This design comes from an exercise in tuning for small area on the open sky130 flow, not from production work.
Function was not checked in any run shown here: the RTL went through the layout flow alone.

**design.v**
```verilog
package neural_compressor_pkg;
    parameter int DATA_WIDTH = 32;         
    typedef struct packed {
        logic [15:0] sample_count;
        logic [15:0] spike_count;
        logic [7:0]  compression_ratio;
        logic        overflow;
    } compress_stats_t;
endpackage
import neural_compressor_pkg::*;
module fixed_point_filter
(
    input  logic                    clk,
    input  logic                    rst_n,
    input  logic [DATA_WIDTH-1:0]   data_in,
    input  logic                    valid_in,
    output logic                    ready_out,
    output logic [DATA_WIDTH-1:0]   data_out,
    output logic                    valid_out,
    input  logic                    ready_in,
    input  logic                    taken,
    output logic [DATA_WIDTH-1:0]   delta_out
);
    logic [3:0] cnt;
    logic       fresh;     
    logic [31:0] xr;       
    logic [10:0] hx;       
    logic [13:0] hf;       
    logic [31:0] yr;       
    logic [31:0] s1, s2, s3, s4;  
    logic [31:0] dr;       
    logic        dz;       
    wire idle  = (cnt == 4'd0);
    wire outc  = (cnt == 4'd11);
    wire last  = outc & ~valid_out;
    wire shy   = (~idle & ~outc) | last;
    wire shs   = ((cnt >= 4'd4) & ~outc) | last;
    wire clrh  = idle | outc;
    wire c4    = (cnt == 4'd4);
    assign ready_out = idle;
    assign data_out  = yr;
    assign delta_out = dz ? 32'd0 : dr;
    always_ff @(posedge clk or negedge rst_n) begin
        if (!rst_n) begin
            cnt       <= 4'd0;
            valid_out <= 1'b0;
            fresh     <= 1'b1;
        end else begin
            valid_out <= outc;
            if (last) fresh <= 1'b0;
            if (idle) begin
                if (valid_in) cnt <= 4'd1;
            end else if (outc) begin
                if (ready_in) cnt <= 4'd0;
            end else begin
                cnt <= cnt + 4'd1;
            end
        end
    end
    wire [3:0] xs  = idle ? data_in[3:0] : xr[7:4];
    wire [3:0] hdx = idle ? 4'd0 : xr[3:0];
    wire [18:0] wx = {xs, hdx, hx};
    wire [7:0] yg  = fresh ? 8'd0 : yr[7:0];
    wire [3:0] fs  = clrh ? yg[3:0] : yg[7:4];
    wire [3:0] hdf = idle ? 4'd0 : yg[3:0];
    wire [21:0] wf = {fs, hdf, hf};
    logic cy1, cy2, cy3, cy4, cy6, cy7, cy8, cy9, cy10, cy12, cy13, cy14, cy16, cy17, cy18, cy19, cy20, cy21, cy22, cy23, cy25, cy26, cy27, cy28, cy29, cy30, cy31, cy33, cy34, cy35, cy36, cy37, cy39, cy40, cy41, cy42, cy43, cy44, cy45, cy46, cy47, cy49, cy50;
    wire [3:0] a1g = fresh ? 4'd0 : s1[3:0];
    wire [3:0] a2g = fresh ? 4'd0 : s2[3:0];
    wire [3:0] a3g = fresh ? 4'd0 : s3[3:0];
    wire [3:0] a4g = fresh ? 4'd0 : s4[3:0];
    wire [3:0] dg  = dz ? 4'd0 : dr[3:0];
    wire ci1 = cy1 & ~idle;
    wire [4:0] k1;
    wire [3:0] sm1;
    assign k1[0] = ci1;
    assign sm1[0] = wx[18:15][0] ^ wx[16:13][0] ^ k1[0];
    assign k1[1] = (wx[18:15][0] & wx[16:13][0]) | (k1[0] & (wx[18:15][0] ^ wx[16:13][0]));
    assign sm1[1] = wx[18:15][1] ^ wx[16:13][1] ^ k1[1];
    assign k1[2] = (wx[18:15][1] & wx[16:13][1]) | (k1[1] & (wx[18:15][1] ^ wx[16:13][1]));
    assign sm1[2] = wx[18:15][2] ^ wx[16:13][2] ^ k1[2];
    assign k1[3] = (wx[18:15][2] & wx[16:13][2]) | (k1[2] & (wx[18:15][2] ^ wx[16:13][2]));
    assign sm1[3] = wx[18:15][3] ^ wx[16:13][3] ^ k1[3];
    assign k1[4] = (wx[18:15][3] & wx[16:13][3]) | (k1[3] & (wx[18:15][3] ^ wx[16:13][3]));
    wire ci2 = cy2 & ~idle;
    wire [4:0] k2;
    wire [3:0] sm2;
    assign k2[0] = ci2;
    assign sm2[0] = sm1[0] ^ wx[14:11][0] ^ k2[0];
    assign k2[1] = (sm1[0] & wx[14:11][0]) | (k2[0] & (sm1[0] ^ wx[14:11][0]));
    assign sm2[1] = sm1[1] ^ wx[14:11][1] ^ k2[1];
    assign k2[2] = (sm1[1] & wx[14:11][1]) | (k2[1] & (sm1[1] ^ wx[14:11][1]));
    assign sm2[2] = sm1[2] ^ wx[14:11][2] ^ k2[2];
    assign k2[3] = (sm1[2] & wx[14:11][2]) | (k2[2] & (sm1[2] ^ wx[14:11][2]));
    assign sm2[3] = sm1[3] ^ wx[14:11][3] ^ k2[3];
    assign k2[4] = (sm1[3] & wx[14:11][3]) | (k2[3] & (sm1[3] ^ wx[14:11][3]));
    wire ci3 = cy3 & ~idle;
    wire [4:0] k3;
    wire [3:0] sm3;
    assign k3[0] = ci3;
    assign sm3[0] = sm2[0] ^ wx[11:8][0] ^ k3[0];
    assign k3[1] = (sm2[0] & wx[11:8][0]) | (k3[0] & (sm2[0] ^ wx[11:8][0]));
    assign sm3[1] = sm2[1] ^ wx[11:8][1] ^ k3[1];
    assign k3[2] = (sm2[1] & wx[11:8][1]) | (k3[1] & (sm2[1] ^ wx[11:8][1]));
    assign sm3[2] = sm2[2] ^ wx[11:8][2] ^ k3[2];
    assign k3[3] = (sm2[2] & wx[11:8][2]) | (k3[2] & (sm2[2] ^ wx[11:8][2]));
    assign sm3[3] = sm2[3] ^ wx[11:8][3] ^ k3[3];
    assign k3[4] = (sm2[3] & wx[11:8][3]) | (k3[3] & (sm2[3] ^ wx[11:8][3]));
    wire ci4 = cy4 & ~idle;
    wire [4:0] k4;
    wire [3:0] sm4;
    assign k4[0] = ci4;
    assign sm4[0] = sm3[0] ^ wx[9:6][0] ^ k4[0];
    assign k4[1] = (sm3[0] & wx[9:6][0]) | (k4[0] & (sm3[0] ^ wx[9:6][0]));
    assign sm4[1] = sm3[1] ^ wx[9:6][1] ^ k4[1];
    assign k4[2] = (sm3[1] & wx[9:6][1]) | (k4[1] & (sm3[1] ^ wx[9:6][1]));
    assign sm4[2] = sm3[2] ^ wx[9:6][2] ^ k4[2];
    assign k4[3] = (sm3[2] & wx[9:6][2]) | (k4[2] & (sm3[2] ^ wx[9:6][2]));
    assign sm4[3] = sm3[3] ^ wx[9:6][3] ^ k4[3];
    assign k4[4] = (sm3[3] & wx[9:6][3]) | (k4[3] & (sm3[3] ^ wx[9:6][3]));
    wire [3:0] n5 = ~sm4;
    wire ci6 = cy6 | idle;
    wire [4:0] k6;
    wire [3:0] sm6;
    assign k6[0] = ci6;
    assign sm6[0] = n5[0] ^ wx[6:3][0] ^ k6[0];
    assign k6[1] = (n5[0] & wx[6:3][0]) | (k6[0] & (n5[0] ^ wx[6:3][0]));
    assign sm6[1] = n5[1] ^ wx[6:3][1] ^ k6[1];
    assign k6[2] = (n5[1] & wx[6:3][1]) | (k6[1] & (n5[1] ^ wx[6:3][1]));
    assign sm6[2] = n5[2] ^ wx[6:3][2] ^ k6[2];
    assign k6[3] = (n5[2] & wx[6:3][2]) | (k6[2] & (n5[2] ^ wx[6:3][2]));
    assign sm6[3] = n5[3] ^ wx[6:3][3] ^ k6[3];
    assign k6[4] = (n5[3] & wx[6:3][3]) | (k6[3] & (n5[3] ^ wx[6:3][3]));
    wire ci7 = cy7 & ~idle;
    wire [4:0] k7;
    wire [3:0] sm7;
    assign k7[0] = ci7;
    assign sm7[0] = wx[15:12][0] ^ wx[13:10][0] ^ k7[0];
    assign k7[1] = (wx[15:12][0] & wx[13:10][0]) | (k7[0] & (wx[15:12][0] ^ wx[13:10][0]));
    assign sm7[1] = wx[15:12][1] ^ wx[13:10][1] ^ k7[1];
    assign k7[2] = (wx[15:12][1] & wx[13:10][1]) | (k7[1] & (wx[15:12][1] ^ wx[13:10][1]));
    assign sm7[2] = wx[15:12][2] ^ wx[13:10][2] ^ k7[2];
    assign k7[3] = (wx[15:12][2] & wx[13:10][2]) | (k7[2] & (wx[15:12][2] ^ wx[13:10][2]));
    assign sm7[3] = wx[15:12][3] ^ wx[13:10][3] ^ k7[3];
    assign k7[4] = (wx[15:12][3] & wx[13:10][3]) | (k7[3] & (wx[15:12][3] ^ wx[13:10][3]));
    wire ci8 = cy8 & ~idle;
    wire [4:0] k8;
    wire [3:0] sm8;
    assign k8[0] = ci8;
    assign sm8[0] = sm7[0] ^ wx[7:4][0] ^ k8[0];
    assign k8[1] = (sm7[0] & wx[7:4][0]) | (k8[0] & (sm7[0] ^ wx[7:4][0]));
    assign sm8[1] = sm7[1] ^ wx[7:4][1] ^ k8[1];
    assign k8[2] = (sm7[1] & wx[7:4][1]) | (k8[1] & (sm7[1] ^ wx[7:4][1]));
    assign sm8[2] = sm7[2] ^ wx[7:4][2] ^ k8[2];
    assign k8[3] = (sm7[2] & wx[7:4][2]) | (k8[2] & (sm7[2] ^ wx[7:4][2]));
    assign sm8[3] = sm7[3] ^ wx[7:4][3] ^ k8[3];
    assign k8[4] = (sm7[3] & wx[7:4][3]) | (k8[3] & (sm7[3] ^ wx[7:4][3]));
    wire ci9 = cy9 & ~idle;
    wire [4:0] k9;
    wire [3:0] sm9;
    assign k9[0] = ci9;
    assign sm9[0] = sm8[0] ^ wx[5:2][0] ^ k9[0];
    assign k9[1] = (sm8[0] & wx[5:2][0]) | (k9[0] & (sm8[0] ^ wx[5:2][0]));
    assign sm9[1] = sm8[1] ^ wx[5:2][1] ^ k9[1];
    assign k9[2] = (sm8[1] & wx[5:2][1]) | (k9[1] & (sm8[1] ^ wx[5:2][1]));
    assign sm9[2] = sm8[2] ^ wx[5:2][2] ^ k9[2];
    assign k9[3] = (sm8[2] & wx[5:2][2]) | (k9[2] & (sm8[2] ^ wx[5:2][2]));
    assign sm9[3] = sm8[3] ^ wx[5:2][3] ^ k9[3];
    assign k9[4] = (sm8[3] & wx[5:2][3]) | (k9[3] & (sm8[3] ^ wx[5:2][3]));
    wire ci10 = cy10 & ~idle;
    wire [4:0] k10;
    wire [3:0] sm10;
    assign k10[0] = ci10;
    assign sm10[0] = sm9[0] ^ wx[3:0][0] ^ k10[0];
    assign k10[1] = (sm9[0] & wx[3:0][0]) | (k10[0] & (sm9[0] ^ wx[3:0][0]));
    assign sm10[1] = sm9[1] ^ wx[3:0][1] ^ k10[1];
    assign k10[2] = (sm9[1] & wx[3:0][1]) | (k10[1] & (sm9[1] ^ wx[3:0][1]));
    assign sm10[2] = sm9[2] ^ wx[3:0][2] ^ k10[2];
    assign k10[3] = (sm9[2] & wx[3:0][2]) | (k10[2] & (sm9[2] ^ wx[3:0][2]));
    assign sm10[3] = sm9[3] ^ wx[3:0][3] ^ k10[3];
    assign k10[4] = (sm9[3] & wx[3:0][3]) | (k10[3] & (sm9[3] ^ wx[3:0][3]));
    wire [3:0] n11 = ~sm10;
    wire ci12 = cy12 | idle;
    wire [4:0] k12;
    wire [3:0] sm12;
    assign k12[0] = ci12;
    assign sm12[0] = n11[0] ^ wx[17:14][0] ^ k12[0];
    assign k12[1] = (n11[0] & wx[17:14][0]) | (k12[0] & (n11[0] ^ wx[17:14][0]));
    assign sm12[1] = n11[1] ^ wx[17:14][1] ^ k12[1];
    assign k12[2] = (n11[1] & wx[17:14][1]) | (k12[1] & (n11[1] ^ wx[17:14][1]));
    assign sm12[2] = n11[2] ^ wx[17:14][2] ^ k12[2];
    assign k12[3] = (n11[2] & wx[17:14][2]) | (k12[2] & (n11[2] ^ wx[17:14][2]));
    assign sm12[3] = n11[3] ^ wx[17:14][3] ^ k12[3];
    assign k12[4] = (n11[3] & wx[17:14][3]) | (k12[3] & (n11[3] ^ wx[17:14][3]));
    wire ci13 = cy13 & ~idle;
    wire [4:0] k13;
    wire [3:0] sm13;
    assign k13[0] = ci13;
    assign sm13[0] = sm12[0] ^ wx[11:8][0] ^ k13[0];
    assign k13[1] = (sm12[0] & wx[11:8][0]) | (k13[0] & (sm12[0] ^ wx[11:8][0]));
    assign sm13[1] = sm12[1] ^ wx[11:8][1] ^ k13[1];
    assign k13[2] = (sm12[1] & wx[11:8][1]) | (k13[1] & (sm12[1] ^ wx[11:8][1]));
    assign sm13[2] = sm12[2] ^ wx[11:8][2] ^ k13[2];
    assign k13[3] = (sm12[2] & wx[11:8][2]) | (k13[2] & (sm12[2] ^ wx[11:8][2]));
    assign sm13[3] = sm12[3] ^ wx[11:8][3] ^ k13[3];
    assign k13[4] = (sm12[3] & wx[11:8][3]) | (k13[3] & (sm12[3] ^ wx[11:8][3]));
    wire ci14 = cy14 & ~idle;
    wire [4:0] k14;
    wire [3:0] sm14;
    assign k14[0] = ci14;
    assign sm14[0] = sm13[0] ^ wx[9:6][0] ^ k14[0];
    assign k14[1] = (sm13[0] & wx[9:6][0]) | (k14[0] & (sm13[0] ^ wx[9:6][0]));
    assign sm14[1] = sm13[1] ^ wx[9:6][1] ^ k14[1];
    assign k14[2] = (sm13[1] & wx[9:6][1]) | (k14[1] & (sm13[1] ^ wx[9:6][1]));
    assign sm14[2] = sm13[2] ^ wx[9:6][2] ^ k14[2];
    assign k14[3] = (sm13[2] & wx[9:6][2]) | (k14[2] & (sm13[2] ^ wx[9:6][2]));
    assign sm14[3] = sm13[3] ^ wx[9:6][3] ^ k14[3];
    assign k14[4] = (sm13[3] & wx[9:6][3]) | (k14[3] & (sm13[3] ^ wx[9:6][3]));
    wire [3:0] n15 = ~wf[9:6];
    wire ci16 = cy16 & ~idle;
    wire [4:0] k16;
    wire [3:0] sm16;
    assign k16[0] = ci16;
    assign sm16[0] = n15[0] ^ wf[19:16][0] ^ k16[0];
    assign k16[1] = (n15[0] & wf[19:16][0]) | (k16[0] & (n15[0] ^ wf[19:16][0]));
    assign sm16[1] = n15[1] ^ wf[19:16][1] ^ k16[1];
    assign k16[2] = (n15[1] & wf[19:16][1]) | (k16[1] & (n15[1] ^ wf[19:16][1]));
    assign sm16[2] = n15[2] ^ wf[19:16][2] ^ k16[2];
    assign k16[3] = (n15[2] & wf[19:16][2]) | (k16[2] & (n15[2] ^ wf[19:16][2]));
    assign sm16[3] = n15[3] ^ wf[19:16][3] ^ k16[3];
    assign k16[4] = (n15[3] & wf[19:16][3]) | (k16[3] & (n15[3] ^ wf[19:16][3]));
    wire ci17 = cy17 & ~idle;
    wire [4:0] k17;
    wire [3:0] sm17;
    assign k17[0] = ci17;
    assign sm17[0] = sm16[0] ^ wf[16:13][0] ^ k17[0];
    assign k17[1] = (sm16[0] & wf[16:13][0]) | (k17[0] & (sm16[0] ^ wf[16:13][0]));
    assign sm17[1] = sm16[1] ^ wf[16:13][1] ^ k17[1];
    assign k17[2] = (sm16[1] & wf[16:13][1]) | (k17[1] & (sm16[1] ^ wf[16:13][1]));
    assign sm17[2] = sm16[2] ^ wf[16:13][2] ^ k17[2];
    assign k17[3] = (sm16[2] & wf[16:13][2]) | (k17[2] & (sm16[2] ^ wf[16:13][2]));
    assign sm17[3] = sm16[3] ^ wf[16:13][3] ^ k17[3];
    assign k17[4] = (sm16[3] & wf[16:13][3]) | (k17[3] & (sm16[3] ^ wf[16:13][3]));
    wire ci18 = cy18 & ~idle;
    wire [4:0] k18;
    wire [3:0] sm18;
    assign k18[0] = ci18;
    assign sm18[0] = sm17[0] ^ wf[14:11][0] ^ k18[0];
    assign k18[1] = (sm17[0] & wf[14:11][0]) | (k18[0] & (sm17[0] ^ wf[14:11][0]));
    assign sm18[1] = sm17[1] ^ wf[14:11][1] ^ k18[1];
    assign k18[2] = (sm17[1] & wf[14:11][1]) | (k18[1] & (sm17[1] ^ wf[14:11][1]));
    assign sm18[2] = sm17[2] ^ wf[14:11][2] ^ k18[2];
    assign k18[3] = (sm17[2] & wf[14:11][2]) | (k18[2] & (sm17[2] ^ wf[14:11][2]));
    assign sm18[3] = sm17[3] ^ wf[14:11][3] ^ k18[3];
    assign k18[4] = (sm17[3] & wf[14:11][3]) | (k18[3] & (sm17[3] ^ wf[14:11][3]));
    wire ci19 = cy19 & ~idle;
    wire [4:0] k19;
    wire [3:0] sm19;
    assign k19[0] = ci19;
    assign sm19[0] = sm18[0] ^ wf[6:3][0] ^ k19[0];
    assign k19[1] = (sm18[0] & wf[6:3][0]) | (k19[0] & (sm18[0] ^ wf[6:3][0]));
    assign sm19[1] = sm18[1] ^ wf[6:3][1] ^ k19[1];
    assign k19[2] = (sm18[1] & wf[6:3][1]) | (k19[1] & (sm18[1] ^ wf[6:3][1]));
    assign sm19[2] = sm18[2] ^ wf[6:3][2] ^ k19[2];
    assign k19[3] = (sm18[2] & wf[6:3][2]) | (k19[2] & (sm18[2] ^ wf[6:3][2]));
    assign sm19[3] = sm18[3] ^ wf[6:3][3] ^ k19[3];
    assign k19[4] = (sm18[3] & wf[6:3][3]) | (k19[3] & (sm18[3] ^ wf[6:3][3]));
    wire ci20 = cy20 & ~idle;
    wire [4:0] k20;
    wire [3:0] sm20;
    assign k20[0] = ci20;
    assign sm20[0] = sm19[0] ^ wf[4:1][0] ^ k20[0];
    assign k20[1] = (sm19[0] & wf[4:1][0]) | (k20[0] & (sm19[0] ^ wf[4:1][0]));
    assign sm20[1] = sm19[1] ^ wf[4:1][1] ^ k20[1];
    assign k20[2] = (sm19[1] & wf[4:1][1]) | (k20[1] & (sm19[1] ^ wf[4:1][1]));
    assign sm20[2] = sm19[2] ^ wf[4:1][2] ^ k20[2];
    assign k20[3] = (sm19[2] & wf[4:1][2]) | (k20[2] & (sm19[2] ^ wf[4:1][2]));
    assign sm20[3] = sm19[3] ^ wf[4:1][3] ^ k20[3];
    assign k20[4] = (sm19[3] & wf[4:1][3]) | (k20[3] & (sm19[3] ^ wf[4:1][3]));
    wire ci21 = cy21 & ~idle;
    wire [4:0] k21;
    wire [3:0] sm21;
    assign k21[0] = ci21;
    assign sm21[0] = wf[20:17][0] ^ wf[17:14][0] ^ k21[0];
    assign k21[1] = (wf[20:17][0] & wf[17:14][0]) | (k21[0] & (wf[20:17][0] ^ wf[17:14][0]));
    assign sm21[1] = wf[20:17][1] ^ wf[17:14][1] ^ k21[1];
    assign k21[2] = (wf[20:17][1] & wf[17:14][1]) | (k21[1] & (wf[20:17][1] ^ wf[17:14][1]));
    assign sm21[2] = wf[20:17][2] ^ wf[17:14][2] ^ k21[2];
    assign k21[3] = (wf[20:17][2] & wf[17:14][2]) | (k21[2] & (wf[20:17][2] ^ wf[17:14][2]));
    assign sm21[3] = wf[20:17][3] ^ wf[17:14][3] ^ k21[3];
    assign k21[4] = (wf[20:17][3] & wf[17:14][3]) | (k21[3] & (wf[20:17][3] ^ wf[17:14][3]));
    wire ci22 = cy22 & ~idle;
    wire [4:0] k22;
    wire [3:0] sm22;
    assign k22[0] = ci22;
    assign sm22[0] = sm21[0] ^ wf[15:12][0] ^ k22[0];
    assign k22[1] = (sm21[0] & wf[15:12][0]) | (k22[0] & (sm21[0] ^ wf[15:12][0]));
    assign sm22[1] = sm21[1] ^ wf[15:12][1] ^ k22[1];
    assign k22[2] = (sm21[1] & wf[15:12][1]) | (k22[1] & (sm21[1] ^ wf[15:12][1]));
    assign sm22[2] = sm21[2] ^ wf[15:12][2] ^ k22[2];
    assign k22[3] = (sm21[2] & wf[15:12][2]) | (k22[2] & (sm21[2] ^ wf[15:12][2]));
    assign sm22[3] = sm21[3] ^ wf[15:12][3] ^ k22[3];
    assign k22[4] = (sm21[3] & wf[15:12][3]) | (k22[3] & (sm21[3] ^ wf[15:12][3]));
    wire ci23 = cy23 & ~idle;
    wire [4:0] k23;
    wire [3:0] sm23;
    assign k23[0] = ci23;
    assign sm23[0] = sm22[0] ^ wf[3:0][0] ^ k23[0];
    assign k23[1] = (sm22[0] & wf[3:0][0]) | (k23[0] & (sm22[0] ^ wf[3:0][0]));
    assign sm23[1] = sm22[1] ^ wf[3:0][1] ^ k23[1];
    assign k23[2] = (sm22[1] & wf[3:0][1]) | (k23[1] & (sm22[1] ^ wf[3:0][1]));
    assign sm23[2] = sm22[2] ^ wf[3:0][2] ^ k23[2];
    assign k23[3] = (sm22[2] & wf[3:0][2]) | (k23[2] & (sm22[2] ^ wf[3:0][2]));
    assign sm23[3] = sm22[3] ^ wf[3:0][3] ^ k23[3];
    assign k23[4] = (sm22[3] & wf[3:0][3]) | (k23[3] & (sm22[3] ^ wf[3:0][3]));
    wire [3:0] n24 = ~sm23;
    wire ci25 = cy25 & ~idle;
    wire [4:0] k25;
    wire [3:0] sm25;
    assign k25[0] = ci25;
    assign sm25[0] = n24[0] ^ wf[10:7][0] ^ k25[0];
    assign k25[1] = (n24[0] & wf[10:7][0]) | (k25[0] & (n24[0] ^ wf[10:7][0]));
    assign sm25[1] = n24[1] ^ wf[10:7][1] ^ k25[1];
    assign k25[2] = (n24[1] & wf[10:7][1]) | (k25[1] & (n24[1] ^ wf[10:7][1]));
    assign sm25[2] = n24[2] ^ wf[10:7][2] ^ k25[2];
    assign k25[3] = (n24[2] & wf[10:7][2]) | (k25[2] & (n24[2] ^ wf[10:7][2]));
    assign sm25[3] = n24[3] ^ wf[10:7][3] ^ k25[3];
    assign k25[4] = (n24[3] & wf[10:7][3]) | (k25[3] & (n24[3] ^ wf[10:7][3]));
    wire ci26 = cy26 & ~idle;
    wire [4:0] k26;
    wire [3:0] sm26;
    assign k26[0] = ci26;
    assign sm26[0] = sm25[0] ^ wf[7:4][0] ^ k26[0];
    assign k26[1] = (sm25[0] & wf[7:4][0]) | (k26[0] & (sm25[0] ^ wf[7:4][0]));
    assign sm26[1] = sm25[1] ^ wf[7:4][1] ^ k26[1];
    assign k26[2] = (sm25[1] & wf[7:4][1]) | (k26[1] & (sm25[1] ^ wf[7:4][1]));
    assign sm26[2] = sm25[2] ^ wf[7:4][2] ^ k26[2];
    assign k26[3] = (sm25[2] & wf[7:4][2]) | (k26[2] & (sm25[2] ^ wf[7:4][2]));
    assign sm26[3] = sm25[3] ^ wf[7:4][3] ^ k26[3];
    assign k26[4] = (sm25[3] & wf[7:4][3]) | (k26[3] & (sm25[3] ^ wf[7:4][3]));
    wire ci27 = cy27 & ~idle;
    wire [4:0] k27;
    wire [3:0] sm27;
    assign k27[0] = ci27;
    assign sm27[0] = sm26[0] ^ wf[5:2][0] ^ k27[0];
    assign k27[1] = (sm26[0] & wf[5:2][0]) | (k27[0] & (sm26[0] ^ wf[5:2][0]));
    assign sm27[1] = sm26[1] ^ wf[5:2][1] ^ k27[1];
    assign k27[2] = (sm26[1] & wf[5:2][1]) | (k27[1] & (sm26[1] ^ wf[5:2][1]));
    assign sm27[2] = sm26[2] ^ wf[5:2][2] ^ k27[2];
    assign k27[3] = (sm26[2] & wf[5:2][2]) | (k27[2] & (sm26[2] ^ wf[5:2][2]));
    assign sm27[3] = sm26[3] ^ wf[5:2][3] ^ k27[3];
    assign k27[4] = (sm26[3] & wf[5:2][3]) | (k27[3] & (sm26[3] ^ wf[5:2][3]));
    wire ci28 = cy28 & ~idle;
    wire [4:0] k28;
    wire [3:0] sm28;
    assign k28[0] = ci28;
    assign sm28[0] = wf[21:18][0] ^ wf[17:14][0] ^ k28[0];
    assign k28[1] = (wf[21:18][0] & wf[17:14][0]) | (k28[0] & (wf[21:18][0] ^ wf[17:14][0]));
    assign sm28[1] = wf[21:18][1] ^ wf[17:14][1] ^ k28[1];
    assign k28[2] = (wf[21:18][1] & wf[17:14][1]) | (k28[1] & (wf[21:18][1] ^ wf[17:14][1]));
    assign sm28[2] = wf[21:18][2] ^ wf[17:14][2] ^ k28[2];
    assign k28[3] = (wf[21:18][2] & wf[17:14][2]) | (k28[2] & (wf[21:18][2] ^ wf[17:14][2]));
    assign sm28[3] = wf[21:18][3] ^ wf[17:14][3] ^ k28[3];
    assign k28[4] = (wf[21:18][3] & wf[17:14][3]) | (k28[3] & (wf[21:18][3] ^ wf[17:14][3]));
    wire ci29 = cy29 & ~idle;
    wire [4:0] k29;
    wire [3:0] sm29;
    assign k29[0] = ci29;
    assign sm29[0] = sm28[0] ^ wf[13:10][0] ^ k29[0];
    assign k29[1] = (sm28[0] & wf[13:10][0]) | (k29[0] & (sm28[0] ^ wf[13:10][0]));
    assign sm29[1] = sm28[1] ^ wf[13:10][1] ^ k29[1];
    assign k29[2] = (sm28[1] & wf[13:10][1]) | (k29[1] & (sm28[1] ^ wf[13:10][1]));
    assign sm29[2] = sm28[2] ^ wf[13:10][2] ^ k29[2];
    assign k29[3] = (sm28[2] & wf[13:10][2]) | (k29[2] & (sm28[2] ^ wf[13:10][2]));
    assign sm29[3] = sm28[3] ^ wf[13:10][3] ^ k29[3];
    assign k29[4] = (sm28[3] & wf[13:10][3]) | (k29[3] & (sm28[3] ^ wf[13:10][3]));
    wire ci30 = cy30 & ~idle;
    wire [4:0] k30;
    wire [3:0] sm30;
    assign k30[0] = ci30;
    assign sm30[0] = sm29[0] ^ wf[9:6][0] ^ k30[0];
    assign k30[1] = (sm29[0] & wf[9:6][0]) | (k30[0] & (sm29[0] ^ wf[9:6][0]));
    assign sm30[1] = sm29[1] ^ wf[9:6][1] ^ k30[1];
    assign k30[2] = (sm29[1] & wf[9:6][1]) | (k30[1] & (sm29[1] ^ wf[9:6][1]));
    assign sm30[2] = sm29[2] ^ wf[9:6][2] ^ k30[2];
    assign k30[3] = (sm29[2] & wf[9:6][2]) | (k30[2] & (sm29[2] ^ wf[9:6][2]));
    assign sm30[3] = sm29[3] ^ wf[9:6][3] ^ k30[3];
    assign k30[4] = (sm29[3] & wf[9:6][3]) | (k30[3] & (sm29[3] ^ wf[9:6][3]));
    wire ci31 = cy31 & ~idle;
    wire [4:0] k31;
    wire [3:0] sm31;
    assign k31[0] = ci31;
    assign sm31[0] = sm30[0] ^ wf[7:4][0] ^ k31[0];
    assign k31[1] = (sm30[0] & wf[7:4][0]) | (k31[0] & (sm30[0] ^ wf[7:4][0]));
    assign sm31[1] = sm30[1] ^ wf[7:4][1] ^ k31[1];
    assign k31[2] = (sm30[1] & wf[7:4][1]) | (k31[1] & (sm30[1] ^ wf[7:4][1]));
    assign sm31[2] = sm30[2] ^ wf[7:4][2] ^ k31[2];
    assign k31[3] = (sm30[2] & wf[7:4][2]) | (k31[2] & (sm30[2] ^ wf[7:4][2]));
    assign sm31[3] = sm30[3] ^ wf[7:4][3] ^ k31[3];
    assign k31[4] = (sm30[3] & wf[7:4][3]) | (k31[3] & (sm30[3] ^ wf[7:4][3]));
    wire [3:0] n32 = ~sm31;
    wire ci33 = cy33 & ~idle;
    wire [4:0] k33;
    wire [3:0] sm33;
    assign k33[0] = ci33;
    assign sm33[0] = n32[0] ^ wf[19:16][0] ^ k33[0];
    assign k33[1] = (n32[0] & wf[19:16][0]) | (k33[0] & (n32[0] ^ wf[19:16][0]));
    assign sm33[1] = n32[1] ^ wf[19:16][1] ^ k33[1];
    assign k33[2] = (n32[1] & wf[19:16][1]) | (k33[1] & (n32[1] ^ wf[19:16][1]));
    assign sm33[2] = n32[2] ^ wf[19:16][2] ^ k33[2];
    assign k33[3] = (n32[2] & wf[19:16][2]) | (k33[2] & (n32[2] ^ wf[19:16][2]));
    assign sm33[3] = n32[3] ^ wf[19:16][3] ^ k33[3];
    assign k33[4] = (n32[3] & wf[19:16][3]) | (k33[3] & (n32[3] ^ wf[19:16][3]));
    wire ci34 = cy34 & ~idle;
    wire [4:0] k34;
    wire [3:0] sm34;
    assign k34[0] = ci34;
    assign sm34[0] = sm33[0] ^ wf[15:12][0] ^ k34[0];
    assign k34[1] = (sm33[0] & wf[15:12][0]) | (k34[0] & (sm33[0] ^ wf[15:12][0]));
    assign sm34[1] = sm33[1] ^ wf[15:12][1] ^ k34[1];
    assign k34[2] = (sm33[1] & wf[15:12][1]) | (k34[1] & (sm33[1] ^ wf[15:12][1]));
    assign sm34[2] = sm33[2] ^ wf[15:12][2] ^ k34[2];
    assign k34[3] = (sm33[2] & wf[15:12][2]) | (k34[2] & (sm33[2] ^ wf[15:12][2]));
    assign sm34[3] = sm33[3] ^ wf[15:12][3] ^ k34[3];
    assign k34[4] = (sm33[3] & wf[15:12][3]) | (k34[3] & (sm33[3] ^ wf[15:12][3]));
    wire ci35 = cy35 & ~idle;
    wire [4:0] k35;
    wire [3:0] sm35;
    assign k35[0] = ci35;
    assign sm35[0] = sm34[0] ^ wf[11:8][0] ^ k35[0];
    assign k35[1] = (sm34[0] & wf[11:8][0]) | (k35[0] & (sm34[0] ^ wf[11:8][0]));
    assign sm35[1] = sm34[1] ^ wf[11:8][1] ^ k35[1];
    assign k35[2] = (sm34[1] & wf[11:8][1]) | (k35[1] & (sm34[1] ^ wf[11:8][1]));
    assign sm35[2] = sm34[2] ^ wf[11:8][2] ^ k35[2];
    assign k35[3] = (sm34[2] & wf[11:8][2]) | (k35[2] & (sm34[2] ^ wf[11:8][2]));
    assign sm35[3] = sm34[3] ^ wf[11:8][3] ^ k35[3];
    assign k35[4] = (sm34[3] & wf[11:8][3]) | (k35[3] & (sm34[3] ^ wf[11:8][3]));
    wire ci36 = cy36 & ~idle;
    wire [4:0] k36;
    wire [3:0] sm36;
    assign k36[0] = ci36;
    assign sm36[0] = sm35[0] ^ wf[4:1][0] ^ k36[0];
    assign k36[1] = (sm35[0] & wf[4:1][0]) | (k36[0] & (sm35[0] ^ wf[4:1][0]));
    assign sm36[1] = sm35[1] ^ wf[4:1][1] ^ k36[1];
    assign k36[2] = (sm35[1] & wf[4:1][1]) | (k36[1] & (sm35[1] ^ wf[4:1][1]));
    assign sm36[2] = sm35[2] ^ wf[4:1][2] ^ k36[2];
    assign k36[3] = (sm35[2] & wf[4:1][2]) | (k36[2] & (sm35[2] ^ wf[4:1][2]));
    assign sm36[3] = sm35[3] ^ wf[4:1][3] ^ k36[3];
    assign k36[4] = (sm35[3] & wf[4:1][3]) | (k36[3] & (sm35[3] ^ wf[4:1][3]));
    wire ci37 = cy37 & ~idle;
    wire [4:0] k37;
    wire [3:0] sm37;
    assign k37[0] = ci37;
    assign sm37[0] = wf[21:18][0] ^ wf[7:4][0] ^ k37[0];
    assign k37[1] = (wf[21:18][0] & wf[7:4][0]) | (k37[0] & (wf[21:18][0] ^ wf[7:4][0]));
    assign sm37[1] = wf[21:18][1] ^ wf[7:4][1] ^ k37[1];
    assign k37[2] = (wf[21:18][1] & wf[7:4][1]) | (k37[1] & (wf[21:18][1] ^ wf[7:4][1]));
    assign sm37[2] = wf[21:18][2] ^ wf[7:4][2] ^ k37[2];
    assign k37[3] = (wf[21:18][2] & wf[7:4][2]) | (k37[2] & (wf[21:18][2] ^ wf[7:4][2]));
    assign sm37[3] = wf[21:18][3] ^ wf[7:4][3] ^ k37[3];
    assign k37[4] = (wf[21:18][3] & wf[7:4][3]) | (k37[3] & (wf[21:18][3] ^ wf[7:4][3]));
    wire [3:0] n38 = ~sm37;
    wire ci39 = cy39 & ~idle;
    wire [4:0] k39;
    wire [3:0] sm39;
    assign k39[0] = ci39;
    assign sm39[0] = n38[0] ^ wf[17:14][0] ^ k39[0];
    assign k39[1] = (n38[0] & wf[17:14][0]) | (k39[0] & (n38[0] ^ wf[17:14][0]));
    assign sm39[1] = n38[1] ^ wf[17:14][1] ^ k39[1];
    assign k39[2] = (n38[1] & wf[17:14][1]) | (k39[1] & (n38[1] ^ wf[17:14][1]));
    assign sm39[2] = n38[2] ^ wf[17:14][2] ^ k39[2];
    assign k39[3] = (n38[2] & wf[17:14][2]) | (k39[2] & (n38[2] ^ wf[17:14][2]));
    assign sm39[3] = n38[3] ^ wf[17:14][3] ^ k39[3];
    assign k39[4] = (n38[3] & wf[17:14][3]) | (k39[3] & (n38[3] ^ wf[17:14][3]));
    wire ci40 = cy40 & ~idle;
    wire [4:0] k40;
    wire [3:0] sm40;
    assign k40[0] = ci40;
    assign sm40[0] = sm39[0] ^ wf[14:11][0] ^ k40[0];
    assign k40[1] = (sm39[0] & wf[14:11][0]) | (k40[0] & (sm39[0] ^ wf[14:11][0]));
    assign sm40[1] = sm39[1] ^ wf[14:11][1] ^ k40[1];
    assign k40[2] = (sm39[1] & wf[14:11][1]) | (k40[1] & (sm39[1] ^ wf[14:11][1]));
    assign sm40[2] = sm39[2] ^ wf[14:11][2] ^ k40[2];
    assign k40[3] = (sm39[2] & wf[14:11][2]) | (k40[2] & (sm39[2] ^ wf[14:11][2]));
    assign sm40[3] = sm39[3] ^ wf[14:11][3] ^ k40[3];
    assign k40[4] = (sm39[3] & wf[14:11][3]) | (k40[3] & (sm39[3] ^ wf[14:11][3]));
    wire ci41 = cy41 & ~idle;
    wire [4:0] k41;
    wire [3:0] sm41;
    assign k41[0] = ci41;
    assign sm41[0] = sm40[0] ^ wf[12:9][0] ^ k41[0];
    assign k41[1] = (sm40[0] & wf[12:9][0]) | (k41[0] & (sm40[0] ^ wf[12:9][0]));
    assign sm41[1] = sm40[1] ^ wf[12:9][1] ^ k41[1];
    assign k41[2] = (sm40[1] & wf[12:9][1]) | (k41[1] & (sm40[1] ^ wf[12:9][1]));
    assign sm41[2] = sm40[2] ^ wf[12:9][2] ^ k41[2];
    assign k41[3] = (sm40[2] & wf[12:9][2]) | (k41[2] & (sm40[2] ^ wf[12:9][2]));
    assign sm41[3] = sm40[3] ^ wf[12:9][3] ^ k41[3];
    assign k41[4] = (sm40[3] & wf[12:9][3]) | (k41[3] & (sm40[3] ^ wf[12:9][3]));
    wire ci42 = cy42 & ~c4;
    wire [4:0] k42;
    wire [3:0] sm42;
    assign k42[0] = ci42;
    assign sm42[0] = a1g[0] ^ sm6[0] ^ k42[0];
    assign k42[1] = (a1g[0] & sm6[0]) | (k42[0] & (a1g[0] ^ sm6[0]));
    assign sm42[1] = a1g[1] ^ sm6[1] ^ k42[1];
    assign k42[2] = (a1g[1] & sm6[1]) | (k42[1] & (a1g[1] ^ sm6[1]));
    assign sm42[2] = a1g[2] ^ sm6[2] ^ k42[2];
    assign k42[3] = (a1g[2] & sm6[2]) | (k42[2] & (a1g[2] ^ sm6[2]));
    assign sm42[3] = a1g[3] ^ sm6[3] ^ k42[3];
    assign k42[4] = (a1g[3] & sm6[3]) | (k42[3] & (a1g[3] ^ sm6[3]));
    wire ci43 = cy43 | c4;
    wire [4:0] k43;
    wire [3:0] sm43;
    assign k43[0] = ci43;
    assign sm43[0] = a2g[0] ^ sm20[0] ^ k43[0];
    assign k43[1] = (a2g[0] & sm20[0]) | (k43[0] & (a2g[0] ^ sm20[0]));
    assign sm43[1] = a2g[1] ^ sm20[1] ^ k43[1];
    assign k43[2] = (a2g[1] & sm20[1]) | (k43[1] & (a2g[1] ^ sm20[1]));
    assign sm43[2] = a2g[2] ^ sm20[2] ^ k43[2];
    assign k43[3] = (a2g[2] & sm20[2]) | (k43[2] & (a2g[2] ^ sm20[2]));
    assign sm43[3] = a2g[3] ^ sm20[3] ^ k43[3];
    assign k43[4] = (a2g[3] & sm20[3]) | (k43[3] & (a2g[3] ^ sm20[3]));
    wire ci44 = cy44 | c4;
    wire [4:0] k44;
    wire [3:0] sm44;
    assign k44[0] = ci44;
    assign sm44[0] = a3g[0] ^ sm14[0] ^ k44[0];
    assign k44[1] = (a3g[0] & sm14[0]) | (k44[0] & (a3g[0] ^ sm14[0]));
    assign sm44[1] = a3g[1] ^ sm14[1] ^ k44[1];
    assign k44[2] = (a3g[1] & sm14[1]) | (k44[1] & (a3g[1] ^ sm14[1]));
    assign sm44[2] = a3g[2] ^ sm14[2] ^ k44[2];
    assign k44[3] = (a3g[2] & sm14[2]) | (k44[2] & (a3g[2] ^ sm14[2]));
    assign sm44[3] = a3g[3] ^ sm14[3] ^ k44[3];
    assign k44[4] = (a3g[3] & sm14[3]) | (k44[3] & (a3g[3] ^ sm14[3]));
    wire ci45 = cy45 & ~c4;
    wire [4:0] k45;
    wire [3:0] sm45;
    assign k45[0] = ci45;
    assign sm45[0] = sm44[0] ^ sm27[0] ^ k45[0];
    assign k45[1] = (sm44[0] & sm27[0]) | (k45[0] & (sm44[0] ^ sm27[0]));
    assign sm45[1] = sm44[1] ^ sm27[1] ^ k45[1];
    assign k45[2] = (sm44[1] & sm27[1]) | (k45[1] & (sm44[1] ^ sm27[1]));
    assign sm45[2] = sm44[2] ^ sm27[2] ^ k45[2];
    assign k45[3] = (sm44[2] & sm27[2]) | (k45[2] & (sm44[2] ^ sm27[2]));
    assign sm45[3] = sm44[3] ^ sm27[3] ^ k45[3];
    assign k45[4] = (sm44[3] & sm27[3]) | (k45[3] & (sm44[3] ^ sm27[3]));
    wire ci46 = cy46 | c4;
    wire [4:0] k46;
    wire [3:0] sm46;
    assign k46[0] = ci46;
    assign sm46[0] = a4g[0] ^ sm36[0] ^ k46[0];
    assign k46[1] = (a4g[0] & sm36[0]) | (k46[0] & (a4g[0] ^ sm36[0]));
    assign sm46[1] = a4g[1] ^ sm36[1] ^ k46[1];
    assign k46[2] = (a4g[1] & sm36[1]) | (k46[1] & (a4g[1] ^ sm36[1]));
    assign sm46[2] = a4g[2] ^ sm36[2] ^ k46[2];
    assign k46[3] = (a4g[2] & sm36[2]) | (k46[2] & (a4g[2] ^ sm36[2]));
    assign sm46[3] = a4g[3] ^ sm36[3] ^ k46[3];
    assign k46[4] = (a4g[3] & sm36[3]) | (k46[3] & (a4g[3] ^ sm36[3]));
    wire ci47 = cy47 | c4;
    wire [4:0] k47;
    wire [3:0] sm47;
    assign k47[0] = ci47;
    assign sm47[0] = sm6[0] ^ sm41[0] ^ k47[0];
    assign k47[1] = (sm6[0] & sm41[0]) | (k47[0] & (sm6[0] ^ sm41[0]));
    assign sm47[1] = sm6[1] ^ sm41[1] ^ k47[1];
    assign k47[2] = (sm6[1] & sm41[1]) | (k47[1] & (sm6[1] ^ sm41[1]));
    assign sm47[2] = sm6[2] ^ sm41[2] ^ k47[2];
    assign k47[3] = (sm6[2] & sm41[2]) | (k47[2] & (sm6[2] ^ sm41[2]));
    assign sm47[3] = sm6[3] ^ sm41[3] ^ k47[3];
    assign k47[4] = (sm6[3] & sm41[3]) | (k47[3] & (sm6[3] ^ sm41[3]));
    wire [3:0] n48 = ~hf[5:2];
    wire ci49 = cy49 | c4;
    wire [4:0] k49;
    wire [3:0] sm49;
    assign k49[0] = ci49;
    assign sm49[0] = dg[0] ^ sm42[0] ^ k49[0];
    assign k49[1] = (dg[0] & sm42[0]) | (k49[0] & (dg[0] ^ sm42[0]));
    assign sm49[1] = dg[1] ^ sm42[1] ^ k49[1];
    assign k49[2] = (dg[1] & sm42[1]) | (k49[1] & (dg[1] ^ sm42[1]));
    assign sm49[2] = dg[2] ^ sm42[2] ^ k49[2];
    assign k49[3] = (dg[2] & sm42[2]) | (k49[2] & (dg[2] ^ sm42[2]));
    assign sm49[3] = dg[3] ^ sm42[3] ^ k49[3];
    assign k49[4] = (dg[3] & sm42[3]) | (k49[3] & (dg[3] ^ sm42[3]));
    wire ci50 = cy50 & ~c4;
    wire [4:0] k50;
    wire [3:0] sm50;
    assign k50[0] = ci50;
    assign sm50[0] = sm49[0] ^ n48[0] ^ k50[0];
    assign k50[1] = (sm49[0] & n48[0]) | (k50[0] & (sm49[0] ^ n48[0]));
    assign sm50[1] = sm49[1] ^ n48[1] ^ k50[1];
    assign k50[2] = (sm49[1] & n48[1]) | (k50[1] & (sm49[1] ^ n48[1]));
    assign sm50[2] = sm49[2] ^ n48[2] ^ k50[2];
    assign k50[3] = (sm49[2] & n48[2]) | (k50[2] & (sm49[2] ^ n48[2]));
    assign sm50[3] = sm49[3] ^ n48[3] ^ k50[3];
    assign k50[4] = (sm49[3] & n48[3]) | (k50[3] & (sm49[3] ^ n48[3]));
    always_ff @(posedge clk) begin
        xr <= idle ? data_in : {{4{xr[31]}}, xr[31:4]};
        hx <= clrh ? 11'd0 : {xr[3:0], hx[10:4]};
        hf <= clrh ? 14'd0 : {yg[3:0], hf[13:4]};
        cy1 <= k1[4];
        cy2 <= k2[4];
        cy3 <= k3[4];
        cy4 <= k4[4];
        cy6 <= k6[4];
        cy7 <= k7[4];
        cy8 <= k8[4];
        cy9 <= k9[4];
        cy10 <= k10[4];
        cy12 <= k12[4];
        cy13 <= k13[4];
        cy14 <= k14[4];
        cy16 <= k16[4];
        cy17 <= k17[4];
        cy18 <= k18[4];
        cy19 <= k19[4];
        cy20 <= k20[4];
        cy21 <= k21[4];
        cy22 <= k22[4];
        cy23 <= k23[4];
        cy25 <= k25[4];
        cy26 <= k26[4];
        cy27 <= k27[4];
        cy28 <= k28[4];
        cy29 <= k29[4];
        cy30 <= k30[4];
        cy31 <= k31[4];
        cy33 <= k33[4];
        cy34 <= k34[4];
        cy35 <= k35[4];
        cy36 <= k36[4];
        cy37 <= k37[4];
        cy39 <= k39[4];
        cy40 <= k40[4];
        cy41 <= k41[4];
        cy42 <= k42[4];
        cy43 <= k43[4];
        cy44 <= k44[4];
        cy45 <= k45[4];
        cy46 <= k46[4];
        cy47 <= k47[4];
        cy49 <= k49[4];
        cy50 <= k50[4];
        if (taken) dz <= 1'b1;
        else if (last) dz <= 1'b0;
        if (shy) yr <= {(cnt <= 4'd3) ? {4{yr[31]}} : sm42, yr[31:4]};
        if (shs) begin
            s1 <= {sm43, s1[31:4]};
            s2 <= {sm45, s2[31:4]};
            s3 <= {sm46, s3[31:4]};
            s4 <= {sm47, s4[31:4]};
            dr <= {sm50, dr[31:4]};
        end
    end
endmodule
import neural_compressor_pkg::*;
module spike_detector
(
    input  logic                    clk,
    input  logic                    rst_n,
    input  logic [DATA_WIDTH-1:0]   data_in,
    input  logic                    valid_in,
    output logic                    spike_detected,
    output logic                    valid_out,
    input  logic                    ready_in,
    input  logic [DATA_WIDTH-1:0]   threshold,
    output logic [15:0]             spike_count
);
    logic [4:0] wcnt;
    logic       window_full;
    logic       spike_flag;
    logic [3:0] refractory_counter;
    wire take = valid_in & ready_in;
    wire        neg = data_in[DATA_WIDTH-1];
    wire [31:0] mag = data_in ^ {32{neg}};
    wire [32:0] cmp = {1'b0, mag} + {1'b0, ~threshold} + {32'd0, neg};
    wire threshold_exceeded = cmp[32];
    always_ff @(posedge clk or negedge rst_n) begin
        if (!rst_n) begin
            wcnt <= '0;
            window_full <= '0;
            spike_count <= '0;
            spike_flag <= '0;
            refractory_counter <= '0;
            spike_detected <= '0;
            valid_out <= '0;
        end else begin
            valid_out <= take | (valid_out & valid_in & ~ready_in);
            if (take) begin
                spike_detected <= spike_flag;
                if (!window_full) begin
                    wcnt <= wcnt + 5'd1;
                    window_full <= (wcnt == 5'd31);
                end
                if (refractory_counter != 4'd0) begin
                    refractory_counter <= refractory_counter - 4'd1;
                    spike_flag <= 1'b0;
                end else if (threshold_exceeded && window_full) begin
                    spike_flag <= 1'b1;
                    spike_count <= spike_count + 16'd1;
                    refractory_counter <= 4'd8;
                end else begin
                    spike_flag <= 1'b0;
                end
            end else begin
                spike_flag <= 1'b0;
            end
        end
    end
endmodule
import neural_compressor_pkg::*;
module delta_compressor
(
    input  logic                    clk,
    input  logic                    rst_n,
    input  logic [DATA_WIDTH-1:0]   data_in,
    input  logic [DATA_WIDTH-1:0]   delta_in,      
    input  logic                    spike_in,
    input  logic                    valid_in,
    input  logic                    ready_in,
    output logic [DATA_WIDTH-1:0]   compressed_out,
    output logic [1:0]              packet_type,   
    output logic                    valid_out,
    output neural_compressor_pkg::compress_stats_t stats,
    output logic                    take
);
    logic first_sample;
    logic [15:0] sample_cnt, spike_cnt;
    logic ratio_set;
    assign take = valid_in & ready_in;
    wire raw  = spike_in | first_sample;
    always_ff @(posedge clk or negedge rst_n) begin
        if (!rst_n) begin
            compressed_out <= '0;
            packet_type <= '0;
            valid_out <= '0;
            first_sample <= '1;
            sample_cnt <= '0;
            spike_cnt <= '0;
            ratio_set <= '0;
        end else begin
            valid_out <= take;
            ratio_set <= 1'b1;
            sample_cnt <= sample_cnt + {15'd0, valid_out};
            spike_cnt <= spike_cnt + {15'd0, valid_out & packet_type[1] & ~packet_type[0]};
            if (take) begin
                compressed_out <= raw ? data_in : delta_in;
                packet_type <= {raw, ~spike_in & first_sample};
                first_sample <= 1'b0;
            end
        end
    end
    assign stats.sample_count = sample_cnt;
    assign stats.spike_count = spike_cnt;
    assign stats.compression_ratio = {1'b0, ratio_set, ratio_set, 2'b00, ratio_set, 2'b00};
    assign stats.overflow = 1'b0;
endmodule
import neural_compressor_pkg::*;
module neural_compressor_top
(
    input  logic        clk,
    input  logic        rst_n,
    input  logic [DATA_WIDTH-1:0]   s_axis_tdata,
    input  logic                    s_axis_tvalid,
    output logic                    s_axis_tready,
    input  logic                    s_axis_tlast,
    output logic [DATA_WIDTH-1:0]   m_axis_tdata,
    output logic [1:0]              m_axis_tuser,   
    output logic                    m_axis_tvalid,
    input  logic                    m_axis_tready,
    output logic                    m_axis_tlast,
    input  logic [DATA_WIDTH-1:0]   cfg_threshold,
    input  logic                    cfg_enable,
    output neural_compressor_pkg::compress_stats_t         stats,
    output logic [15:0]             spike_count
);
    logic [DATA_WIDTH-1:0] filtered_data;
    logic filtered_valid;
    logic spike_detected;
    logic detected_valid;
    logic [DATA_WIDTH-1:0] delta;
    logic taken;
    fixed_point_filter u_filter (
        .clk        (clk),
        .rst_n      (rst_n),
        .data_in    (s_axis_tdata),
        .valid_in   (s_axis_tvalid && cfg_enable),
        .ready_out  (s_axis_tready),
        .data_out   (filtered_data),
        .valid_out  (filtered_valid),
        .ready_in   (m_axis_tready),
        .taken      (taken),
        .delta_out  (delta)
    );
    spike_detector u_detector (
        .clk            (clk),
        .rst_n          (rst_n),
        .data_in        (filtered_data),
        .valid_in       (filtered_valid),
        .spike_detected (spike_detected),
        .valid_out      (detected_valid),
        .ready_in       (m_axis_tready),
        .threshold      (cfg_threshold),
        .spike_count    (spike_count)
    );
    delta_compressor u_compressor (
        .clk            (clk),
        .rst_n          (rst_n),
        .data_in        (filtered_data),
        .delta_in       (delta),
        .spike_in       (spike_detected),
        .valid_in       (detected_valid),
        .ready_in       (m_axis_tready),
        .compressed_out (m_axis_tdata),
        .packet_type    (m_axis_tuser),
        .valid_out      (m_axis_tvalid),
        .stats          (stats),
        .take           (taken)
    );
    logic tlast_pending;
    always_ff @(posedge clk or negedge rst_n) begin
        if (!rst_n) begin
            tlast_pending <= '0;
            m_axis_tlast <= '0;
        end else begin
            if (s_axis_tvalid && s_axis_tready && s_axis_tlast)
                tlast_pending <= '1;
            if (m_axis_tvalid && m_axis_tready && tlast_pending) begin
                m_axis_tlast <= '1;
                tlast_pending <= '0;
            end else begin
                m_axis_tlast <= '0;
            end
        end
    end
endmodule
```
**standard.sh**
```bash
#!/bin/bash
# synth_recipe.tcl (not shown) runs the flow's synth.tcl, then flattens the netlist and writes it again
# the make line also repeats each setting of config.mk as NAME=value (left out here)
make -C /OpenROAD-flow-scripts/flow DESIGN_CONFIG=/design/flow/config.mk WORK_HOME=/design/flow/orfs CLKGATE_MAP_FILE= SYNTH_SCRIPT=/design/flow/synth_recipe.tcl "${@:-finish}"
```
**flow/run.sh**
```bash
#!/bin/bash
set -euo pipefail
export BUFFER_PORTS_ARGS="-buffer_cell sky130_fd_sc_hd__buf_1"
export CTS_ARGS="-sink_clustering_enable -repair_clock_nets -buf_list sky130_fd_sc_hd__clkbuf_8 -sink_clustering_size 16 -sink_clustering_max_diameter 50 -dont_use_dummy_load"
bash standard.sh > make_flow.log 2>&1
```
**config.mk**
```make
export PLATFORM = sky130hd
export DESIGN_NAME = neural_compressor_top
export DESIGN_NICKNAME = neural_compressor_top
export VERILOG_FILES = /design/flow/design.v
export SDC_FILE = /design/flow/constraint.sdc
export NUM_CORES = 8
export LEC_CHECK = 0
export CAP_MARGIN = 20
export CORE_MARGIN = 2
export CORE_UTILIZATION = 60
export SLEW_MARGIN = 20
```
**constraint.sdc**
```tcl
create_clock -name core_clock -period 120.0 [get_ports {clk}]
set_input_delay 24.0000 -clock core_clock [delete_from_list [all_inputs] [get_ports {clk}]]
set_output_delay 24.0000 -clock core_clock [all_outputs]
set_load 0.01 [all_outputs]
```
==> impl_metrics.yaml, run 1 <==
synth:
  syn_area_mm2: 0.0179
  ys_ff_latch: 396
  syn_avg_cell_area_um2: 13.6
  yosys_warnings: 4
  async_flop_share: 0.268
  synth-edff-count: 193
  synthCells: 1322
  yosys.area.top_type: "edfxtp_1"
  synth_area_leaders: "edfxtp_1 (32%), fa_1 (17%), dfrtp_1 (15%)"
  synthDominantCellAreaShare: 0.323
  ys_seq_area_frac: 0.580
  ys.flop_type: "edfxtp_1"
  synth.distinct_cells: 51
sta:
  fmax_mhz: 38.2
  finalSetupViolCount: 0
  fin_crit_sh: 0.218
  drv_slew: 0
  fin_tns_setup_ps: 0
  finalHoldViolCount: 0
  fin_skew_ps: 70.7
  fin_crit_ps: 26180
  rsz0062_at_grt: "no"
  whs_ps: 365
  maxSlewHeadroom: 0.308
  worstMarginPinSlew_ps: 1040
worst_hold_path:
  hp-class: "flop to flop"
  hp-start: "u_filter.s3[27]"
drt:
  drc: 0
  dr.pass1.iters: 4
  vias_per_cell: 5.15
  vias: 9669
  totalWireLength_um: 31200
  wire_per_inst_um: 16.6
  drtIter0Drc: 549
  postRouteAntennaNets: 0
worst_setup_path:
  r2r_cells: 19
  start_kind: "input port"
  crit_path_start: "cfg_threshold[29]"
  cp.arrival_ps: 26630
  cp_max_fo: 15
  crit_type: "input port to flop"
  crit_path_end: "u_detector.spike_count[1]"
  crit_path_end_kind: "flop"
  crit_required_ps: 120450
  r2r-start: "u_filter.cnt[0]"
  r2r_slack_ps: 112490
  rr_endpoint: "u_filter.s2[31]"
clocking:
  cts_buffers: 40
  cts_tree: "built"
  htree_levels: 2
  clockBufferDepth: 3
  clkTransAtPathRegs_ps: 90
  cts_setup_buffers: 0
  cts_root_buf: "clkbuf_8"
  cts.sinks: 396
  hold_buffers: 0
  cts_resized: 0
  clkLatencyLatePin_ps: 550
finish:
  antenna_cells: 0
  layout_common_cells: "edfxtp_1 (193), nand2_1 (163), buf_1 (156)"
  layout-drive-gt1-share: 0.0531
  syn2layout_area_growth_pct: 8.77
  fin_nets: 1751
  final_common_cell: "edfxtp_1"
placed_design:
  hpwlAfterDp_um: 21600
  gp_congestion: 0.801
  io_buffers: 157
die:
  die_h_um: 177
  fp.dieW_um: 177
  num_rows: 63
  die_area_mm2: 0.0313
  ioPinCount: 164
  start_util: 0.606
  core-area_mm2: 0.0296
grt:
  grt_max_degree: 94
  grtUsageTotal: 0.208
  overflow: 0
  antenna_found_initial: 0
  grt_pass1_vias: 9720
  grt_pass1_wl_um: 50600
run_status:
  status: "no timing/DRC/antenna violations"
job:
  cap_violations: 0
[cells in the mapped netlist (all sizes together) (5+ instances only)]
| library cell | count |
|---|---|
| xnor2 | 34 |
| nand3 | 14 |
| nand4 | 5 |
| inv | 128 |
| fa | 152 |
| o21ai | 48 |
| a21oi | 48 |
| mux2 | 5 |
| o211ai | 7 |
| clkbuf | 33 |
| xor2 | 43 |
| and2 | 29 |
| and3 | 33 |
| ha | 39 |
| edfxtp | 193 |
| nor2 | 23 |
| a21o | 5 |
| nand2b | 17 |
| dfrtp | 104 |
| buf | 15 |
| nand2 | 165 |
| nor3b | 32 |
| dfxtp | 97 |
| nor2b | 13 |
[per-layer routing]
layer | routed length (um) | up-vias | track usage
met5 | 0 | - | 0
met2 | 14900 | 189 | 0.338
met3 | 1320 | 46 | 0.0318
met4 | 648 | 0 | 0.0517
met1 | 14300 | 4801 | 0.301
li1 | - | 4633 | -
[cell type report]
type / count / area, um2
Clock buffer: 40 / 551
Fill cell: 2297 / 10100
Inverter: 128 / 480
Multi-Input combinational cell: 755 / 6870
Sequential cell: 396 / 10400
Tap cell: 390 / 488
Timing Repair Buffer: 169 / 707
[state kept, by name, summed over array words and instances (netlist names), 2 cells and up]
name and cells:
u_filter.s1 32, u_compressor.packet_type 2, u_filter.s4 32, u_filter.yr 32
u_filter.dr 32, u_filter.s2 32, u_compressor.spike_cnt 16, u_detector.wcnt 5
u_compressor.sample_cnt 16, u_filter.cnt 4, u_filter.s3 32, u_filter.xr 32
u_filter.hx 11, u_detector.refractory_counter 4, u_compressor.compressed_out 32, u_detector.spike_count 16
u_filter.hf 14
[worst min-delay path by stage]
stage	end	slack, ps	cells past startpoint
2_1_floorplan	u_filter.xr[0]	400	2
3_3_place_gp	u_filter.s3[14]	400	0
3_5_place_dp	u_filter.s4[24]	400	0
4_1_cts	u_filter.s3[23]	370	0
5_1_grt	u_filter.s3[23]	390	0
6_report	u_filter.s3[23]	370	0
[cell families (layout without fill, tap and decap cells)]
| family | after synthesis | count (layout) | synth area share |
|---|---|---|---|
| xor+xnor | 77 | 77 | 0.0376 |
| other cells | 2 | 7 | 0.000419 |
| simple gates | 348 | 348 | 0.0985 |
| compound gates | 123 | 123 | 0.0415 |
| fa+ha+maj | 191 | 191 | 0.197 |
| flops | 396 | 396 | 0.580 |
| mux | 9 | 9 | 0.00559 |
| buf+inv | 176 | 337 | 0.0393 |
[through the flow]
step                      instance area, um2  instances  utilization  setup slack (ps)
after floorplan                        17900       1327            -             93750
after global placement                 18900       1837        0.639             93270
after detailed placement               18900       1837        0.639             93240
after CTS                              19500       1877        0.658             93770
after global routing                   19500       1878        0.659             93630
final                                  19500       1878        0.659             93820
[worst max-delay path: stages]
cell and delay [ps]:
buf_1 70, inv_1 40, ha_1 330, nand4b_4 120, or4_4 540, or4_4 500, a31oi_4 510, o21ai_2 180
mux2_4 330
==> run 2, diff against run 1 <==
==> flow/run.sh (replaced) <==
#!/bin/bash
set -euo pipefail
export BUFFER_PORTS_ARGS="-buffer_cell sky130_fd_sc_hd__buf_1"
export CTS_ARGS="-sink_clustering_enable -repair_clock_nets -buf_list sky130_fd_sc_hd__clkbuf_16 -sink_clustering_size 20 -sink_clustering_max_diameter 100 -dont_use_dummy_load"
bash standard.sh > make_flow.log 2>&1
==> impl_metrics.yaml, run 2 <==
clocking:
  cts_root_buf: "clkbuf_16"
  htree_levels: 1
  cts_buffers: 23
  cts_tree: "built"
  hold_buffers: 0
  clkLatencyLatePin_ps: 550
  clockBufferDepth: 3
  clkTransAtPathRegs_ps: 80
  cts.sinks: 396
  cts_resized: 0
  cts_setup_buffers: 0
sta:
  fin_crit_sh: 0.218
  fin_skew_ps: 39.4
  fmax_mhz: 38.2
  drv_slew: 0
  finalSetupViolCount: 0
  whs_ps: 391
  maxSlewHeadroom: 0.313
  setup_slack_ps: 93810
  fin_tns_setup_ps: 0
  rsz0062_at_grt: "no"
  fin_crit_ps: 26190
  worstMarginPinSlew_ps: 1030
  finalHoldViolCount: 0
placed_design:
  io_buffers: 157
  placed_area_mm2: 0.0189
  gp_congestion: 0.801
  place_ws_ps: 93240
  hpwlAfterDp_um: 21600
finish:
  utilization: 0.661
  fillCellCount: 2283
  syn2layout_area_growth_pct: 9.04
  fin_nets: 1735
  regArea_mm2: 0.0104
  layout_common_cells: "edfxtp_1 (193), nand2_1 (163), buf_1 (156)"
  antenna_cells: 0
  final_common_cell: "edfxtp_1"
  multi_input_area_mm2: 0.00687
  finalInstanceArea_mm2: 0.0195
  layout-drive-gt1-share: 0.0428
worst_setup_path:
  start_kind: "input port"
  cp_max_fo: 15
  crit_required_ps: 120440
  r2r_cells: 19
  crit_type: "input port to flop"
  cp.arrival_ps: 26630
  crit_path_end_kind: "flop"
synth:
  synth-edff-count: 193
  synthDominantCellAreaShare: 0.323
  ys.flop_type: "edfxtp_1"
  synth_area_leaders: "edfxtp_1 (32%), fa_1 (17%), dfrtp_1 (15%)"
  async_flop_share: 0.268
  ys_seq_area_frac: 0.580
  syn_area_mm2: 0.0179
  yosysMostFrequentCell: "edfxtp_1"
  synth_common_cells: "edfxtp_1 (193), nand2_1 (165), fa_1 (152)"
  synthCells: 1322
  synth.distinct_cells: 51
  syn_avg_cell_area_um2: 13.6
  yosys_warnings: 4
  ys_ff_latch: 396
  yosys.area.top_type: "edfxtp_1"
die:
  die_area_mm2: 0.0313
  core-area_mm2: 0.0296
  start_util: 0.606
  fp.dieW_um: 177
  ioPinCount: 164
  die_h_um: 177
  num_rows: 63
grt:
  grt_pass1_wl_um: 50500
  antenna_found_initial: 0
  grt_max_degree: 94
  grt_pass1_vias: 9587
  grtUsageTotal: 0.207
  overflow: 0
drt:
  wire_per_inst_um: 16.7
  drtIter0Drc: 645
  vias: 9618
  dr.pass1.iters: 5
  totalWireLength_um: 31100
  drc: 0
  vias_per_cell: 5.17
  postRouteAntennaNets: 0
worst_hold_path:
  hp-class: "flop to flop"
  worstHoldPathCells: 0
run_status:
  status: "no timing/DRC/antenna violations"
job:
  cap_violations: 0
## run 2: cell counts after synthesis
No cell type changed its count.
## run 2: final cells by class
cell class | count | share of cell area
Clock buffer | 23 | 0.0295
Sequential cell | 396 | 0.532
Tap cell | 390 | 0.0250
Inverter | 128 | 0.0246
Timing Repair Buffer | 170 | 0.0374
Multi-Input combinational cell | 755 | 0.352
## run 2: cell families (layout without fill, tap and decap cells)
group | after synthesis | after routing | synth area share
flip-flops | 396 | 396 | 0.580
AND/OR/NAND/NOR | 348 | 348 | 0.0985
adder cells (fa/ha/maj) | 191 | 191 | 0.197
buffers and inverters | 176 | 321 | 0.0393
AO/OA/AOI/OAI | 123 | 123 | 0.0415
XOR/XNOR | 77 | 77 | 0.0376
multiplexers | 9 | 9 | 0.00559
other | 2 | 7 | 0.000419
## run 2: per-stage QoR
stage,cells
final,1862
after global routing,1862
after CTS,1860
after detailed placement,1837
after global placement,1837
after floorplan,1327
## run 2: worst paths after layout
check	from	end	slack (ps)
setup / recovery	cfg_threshold[29]	u_detector.spike_count[1]	93810
hold / removal	u_filter.s2[26]	u_filter.s2[22]	390
setup reg to reg	u_filter.cnt[0]	u_filter.s2[31]	112500
hold reg to reg	u_filter.s2[26]	u_filter.s2[22]	390
max in group asynchronous	rst_n	u_compressor.compressed_out[1]	95560
min in group asynchronous	rst_n	u_detector.spike_count[15]	23410
## run 2: critical path, stage by stage
cell and delay, ps:
buf_1 70, inv_1 40, ha_1 330, nand4b_4 120, or4_4 540, or4_4 500, a31oi_4 510, o21ai_2 180
mux2_4 330
## run 2: metal layers
layer  up-vias  share of wire  global-route usage
met5         -              0                   0
met4         0          0.014              0.0372
met3        32          0.044              0.0258
met2       202           0.48               0.342
met1      4777           0.46               0.302
li1       4607              -                   -

## port drivers added, routing unchanged
The flow's constraints put no driver on any port. The routed layouts listed below were extracted and timed again, unchanged, in two steps.
Step 1: set_driving_cell puts a clkbuf_16 on clk and a buf_2 on each other input, an assumption about the parent block.
Step 2, shift: input delay + t, output delay - t, t = (earliest + latest rising clock arrival at the registers) / 2. This alone moves slack from input paths to output paths.
Slacks: ideal / step 1 / step 2; pairs: ideal / step 1.
run | t, ns | setup WS [ns] | hold WS [ns] | worst setup path after step 2 | pins driven straight from the clock port
run 1 | 0.573 | 93.821 / 93.777 / 93.276 | 0.365 / 0.365 / 0.365 | input to register | 1
run 2 | 0.579 | 93.806 / 93.788 / 93.256 | 0.391 / 0.391 / 0.391 | input to register | 1
After both steps every run listed still meets setup and hold. For run 2, which loses most, drivers alone change the setup slack by -0.018 ns; drivers and shift together by -0.550 ns.
